Background: an optimization exercise with open tools, aiming at small area and a short achievable clock period. Do not read the settings as production practice.
Function was checked by simulation only, so behaviour that the tests miss may differ from the original.
Power and IR drop assume default switching activity.

// mac_demo
module mac_demo(input clk, input reset, input ena,
                input signed [15:0] k, input signed [15:0] x,
                output signed [31:0] acc_out);
Size in the first run: ~880 cells after synthesis, roughly 64 flip-flops.
clock: 7.0 ns
lec_check: 0
abc_area: 1
cap_margin: 20
core_margin: 2
core_utilization: 40
setup_slack_margin: 3.5
slew_margin: 20
synth_hierarchical: 1
synth_minimum_keep_size: 0
run.sh (not shown) runs the stock make flow with config.mk's settings and CLKGATE_MAP_FILE= SYNTH_SCRIPT=/design/flow/synth_recipe.tcl, a recipe that flattens the netlist after the stock synthesis.
==> next run, changes <==
Settings changed: SETUP_SLACK_MARGIN 3.5 to 1.5.
What happened:
- combinational power fell by 24%
- utilization shrinks by 16 points
- synthesized area is unchanged
- total power goes down by 19%

========
mac_demo, a different RTL version from the one above (not shown whole).
For scale: roughly 870 cells after synthesis, ~61 flip-flops, ~67 I/O pins.
export LEC_CHECK = 0
export ABC_AREA = 1
export CAP_MARGIN = 20
export CORE_MARGIN = 2
export CORE_UTILIZATION = 40
export CTS_BUF_LIST = sky130_fd_sc_hd__clkbuf_4 sky130_fd_sc_hd__clkbuf_8
export GPL_ROUTABILITY_DRIVEN = 0
export SETUP_SLACK_MARGIN = 2.6
export SLEW_MARGIN = 20
export SYNTH_HIERARCHICAL = 1
export SYNTH_MINIMUM_KEEP_SIZE = 0
create_clock -name core_clock -period 7.0 [get_ports {clk}]
standard.sh (not shown) runs the stock make flow with config.mk's settings and CLKGATE_MAP_FILE= SYNTH_SCRIPT=/design/flow/synth_recipe.tcl, a recipe that flattens the netlist after the stock synthesis.
==> flow/flow/run.sh <==
#!/bin/bash
# The standard layout (the standard.sh, unchanged synthesis), except that
# the port buffers are plain buffers and the clock-delay buffer cells are not
# used anywhere. The make output goes to standard.log; ORFS keeps each step's
# log under orfs/logs/.
set -uo pipefail
export BUFFER_PORTS_ARGS="-buffer_cell sky130_fd_sc_hd__buf_2"
export DONT_USE_CELLS="sky130_fd_sc_hd__clkdlybuf4s15_1 sky130_fd_sc_hd__clkdlybuf4s15_2 sky130_fd_sc_hd__clkdlybuf4s18_1 sky130_fd_sc_hd__clkdlybuf4s18_2 sky130_fd_sc_hd__clkdlybuf4s25_1 sky130_fd_sc_hd__clkdlybuf4s25_2 sky130_fd_sc_hd__clkdlybuf4s50_1 sky130_fd_sc_hd__clkdlybuf4s50_2"
bash standard.sh > standard.log 2>&1
The starting point went through all stages and came out clean.
Then changed:
--- a/flow/flow/run.sh
+++ b/flow/flow/run.sh
@@ -2,4 +2,7 @@
-# The standard layout (the standard.sh, unchanged synthesis), except that
-# the port buffers are plain buffers and the clock-delay buffer cells are not
-# used anywhere. The make output goes to standard.log; ORFS keeps each step's
-# log under orfs/logs/.
+# The standard layout (the standard.sh and its synthesis script), with:
+# - plain buffers (buf_2) as the port buffers, and the clock-delay buffer
+#   cells not used anywhere;
+# - ABC's area mapping script replaced by a copy that maps with "map -a"
+#   after "dch -f" (ORFS's scripts are copied here; only that file differs).
+# The make output goes to standard.log; ORFS keeps each step's log under
+# orfs/logs/.
@@ -6,0 +10,4 @@
+rm -rf myscripts
+cp -r "$FLOW_HOME/scripts" myscripts
+printf 'strash\ndch -f\nmap -a\ntopo\nstime -c\nbuffer -c\nupsize -c\ndnsize -c\n' > myscripts/abc_area.script
+export SCRIPTS_DIR="$PWD/myscripts"
--- a/flow/config.mk
+++ b/flow/config.mk
@@ -13,2 +13 @@
-export GPL_ROUTABILITY_DRIVEN = 0
-export SETUP_SLACK_MARGIN = 2.6
+export SETUP_SLACK_MARGIN = 2.45
- The new run passed the timing, design-rule and antenna checks
- cell area is higher by 6.6%
- global-route usage is higher by 0.93 points
- via count is higher by 0.46%
- cell count is higher by 1.1%
Then changed:
==> flow/flow/run.sh (replaced) <==
#!/bin/bash
# The standard layout (the standard.sh, unchanged synthesis), except that
# the port buffers are plain buffers and the clock-delay buffer cells are not
# used anywhere. The make output goes to standard.log; ORFS keeps each step's
# log under orfs/logs/.
set -uo pipefail
export BUFFER_PORTS_ARGS="-buffer_cell sky130_fd_sc_hd__buf_2"
export DONT_USE_CELLS="sky130_fd_sc_hd__clkdlybuf4s15_1 sky130_fd_sc_hd__clkdlybuf4s15_2 sky130_fd_sc_hd__clkdlybuf4s18_1 sky130_fd_sc_hd__clkdlybuf4s18_2 sky130_fd_sc_hd__clkdlybuf4s25_1 sky130_fd_sc_hd__clkdlybuf4s25_2 sky130_fd_sc_hd__clkdlybuf4s50_1 sky130_fd_sc_hd__clkdlybuf4s50_2"
bash standard.sh > standard.log 2>&1
--- a/flow/config.mk
+++ b/flow/config.mk
@@ -11 +11 @@
-export CORE_UTILIZATION = 40
+export CORE_UTILIZATION = 30
@@ -13 +13 @@
-export SETUP_SLACK_MARGIN = 2.45
+export SETUP_SLACK_MARGIN = 2.6
Outcome: The new run completed without violations; clock-buffer cell count grows by 1; power shrinks by 11%; core utilization shrinks by 15 points; maximum frequency grows by 7.8%; hold slack degrades by 0.19 ns.
Then changed:
--- a/flow/flow/run.sh
+++ b/flow/flow/run.sh
@@ -8,0 +9 @@
+export SETUP_MOVE_SEQUENCE="unbuffer,sizeup,swap,clone"
--- a/flow/config.mk
+++ b/flow/config.mk
@@ -11 +11 @@
-export CORE_UTILIZATION = 30
+export CORE_UTILIZATION = 40
@@ -13 +13 @@
-export SETUP_SLACK_MARGIN = 2.6
+export SETUP_SLACK_MARGIN = 2.9
=> Maximum frequency climbs by 5.6%. Final cell count is lower by 5.3%. Core utilization rises by 14 points. Area after synthesis does not change. Cell area rose by 5.2%. Sequential share of layout area decreases by 0.60 points.
Then changed:
--- a/flow/flow/run.sh
+++ b/flow/flow/run.sh
@@ -9 +8,0 @@
-export SETUP_MOVE_SEQUENCE="unbuffer,sizeup,swap,clone"
--- a/flow/config.mk
+++ b/flow/config.mk
@@ -13 +13 @@
-export SETUP_SLACK_MARGIN = 2.9
+export SETUP_SLACK_MARGIN = 2.7
After rerunning:
- register-to-register slack degrades by 0.11 ns
- hold slack got worse by 0.027 ns
- worst setup slack degrades by 0.14 ns
- critical path depth goes up by 1
- fmax drops by a few percent
- utilization falls by 2.5 points
- wire length is lower by a few percent
- die area is unchanged
- total power falls by a few percent
Then changed:
--- a/flow/flow/run.sh
+++ b/flow/flow/run.sh
@@ -2,4 +2,8 @@
-# The standard layout (the standard.sh, unchanged synthesis), except that
-# the port buffers are plain buffers and the clock-delay buffer cells are not
-# used anywhere. The make output goes to standard.log; ORFS keeps each step's
-# log under orfs/logs/.
+# The standard layout (the standard.sh and its synthesis script), with:
+# - plain buffers (buf_2) as the port buffers, and the clock-delay buffer
+#   cells not used anywhere;
+# - ABC's area mapping script replaced by a copy that maps with "amap"
+#   after "dch -f", without ABC's buffering and upsizing (ORFS's scripts
+#   are copied here; only that file differs).
+# The make output goes to standard.log; ORFS keeps each step's log under
+# orfs/logs/.
@@ -6,0 +11,4 @@
+rm -rf myscripts
+cp -r "$FLOW_HOME/scripts" myscripts
+printf 'strash\ndch -f\namap\ntopo\ndnsize -c\n' > myscripts/abc_area.script
+export SCRIPTS_DIR="$PWD/myscripts"
--- a/flow/config.mk
+++ b/flow/config.mk
@@ -13 +13 @@
-export SETUP_SLACK_MARGIN = 2.7
+export SETUP_SLACK_MARGIN = 2.6
Effect: Fmax decreases by 7.8%. Global-route usage went up by 5.6 points. Setup slack degrades by 0.36 ns. Die area is lower by 8.7%. Area after synthesis decreases by 9.0%. Count of clock-buffer cells in the layout came out higher by 2. Clock skew drops by 0.0087 ns. Cell area climbs by 2.6%. Register-to-register slack gets worse by 0.29 ns.

what the ideal ports hide:
No port has a modelled driver above. Below, the same layouts with a new extraction and two added sets of constraints.
Step 1 (the two cells are an assumption about what drives the block):
set clk [get_ports {clk}]
set_driving_cell -lib_cell sky130_fd_sc_hd__clkbuf_16 $clk
set_driving_cell -lib_cell sky130_fd_sc_hd__buf_2 [delete_from_list [all_inputs] $clk]
Step 2 moves the port delays by t, midway between the first and last clock arrival at a register: inputs arrive t later, outputs are due t later. That takes back most of the time a late clock gives input paths.
Three values: no drivers, after step 1, after step 2; two values: the first two.
| run | shift t [ns] | slack for setup (ns) | worst hold slack (ns) | slew at the worst register clock pin (ns) | pins driven straight from the clock port |
|---|---|---|---|---|---|
| the first run of note 1 | 0.403 | 2.386 / 2.398 / 1.996 | 0.648 / 0.648 / 0.648 | 0.06 / 0.06 | 1 |
| the second run of note 1 | 0.379 | 1.667 / 1.685 / 1.307 | 0.656 / 0.656 / 0.656 | 0.06 / 0.06 | 1 |
| the first run of note 2 | 0.406 | 2.774 / 2.762 / 2.391 | 0.687 / 0.687 / 0.687 | 0.08 / 0.08 | 1 |
| the second run of note 2 | 0.413 | 2.366 / 2.327 / 2.156 | 0.893 / 0.893 / 0.893 | 0.08 / 0.08 | 1 |
| the third run of note 2 | 0.404 | 2.703 / 2.699 / 2.295 | 0.698 / 0.698 / 0.698 | 0.08 / 0.08 | 1 |
| the fourth run of note 2 | 0.408 | 2.930 / 2.895 / 2.512 | 0.718 / 0.718 / 0.718 | 0.07 / 0.07 | 1 |
| the fifth run of note 2 | 0.405 | 2.788 / 2.800 / 2.395 | 0.692 / 0.692 / 0.692 | 0.08 / 0.08 | 1 |
| the sixth run of note 2 | 0.415 | 2.431 / 2.391 / 2.135 | 0.888 / 0.888 / 0.888 | 0.07 / 0.07 | 1 |
After both steps every run listed still meets setup and hold. For the fourth run of note 2, which loses most, drivers alone change the setup slack by -0.035 ns; drivers and shift together by -0.418 ns.
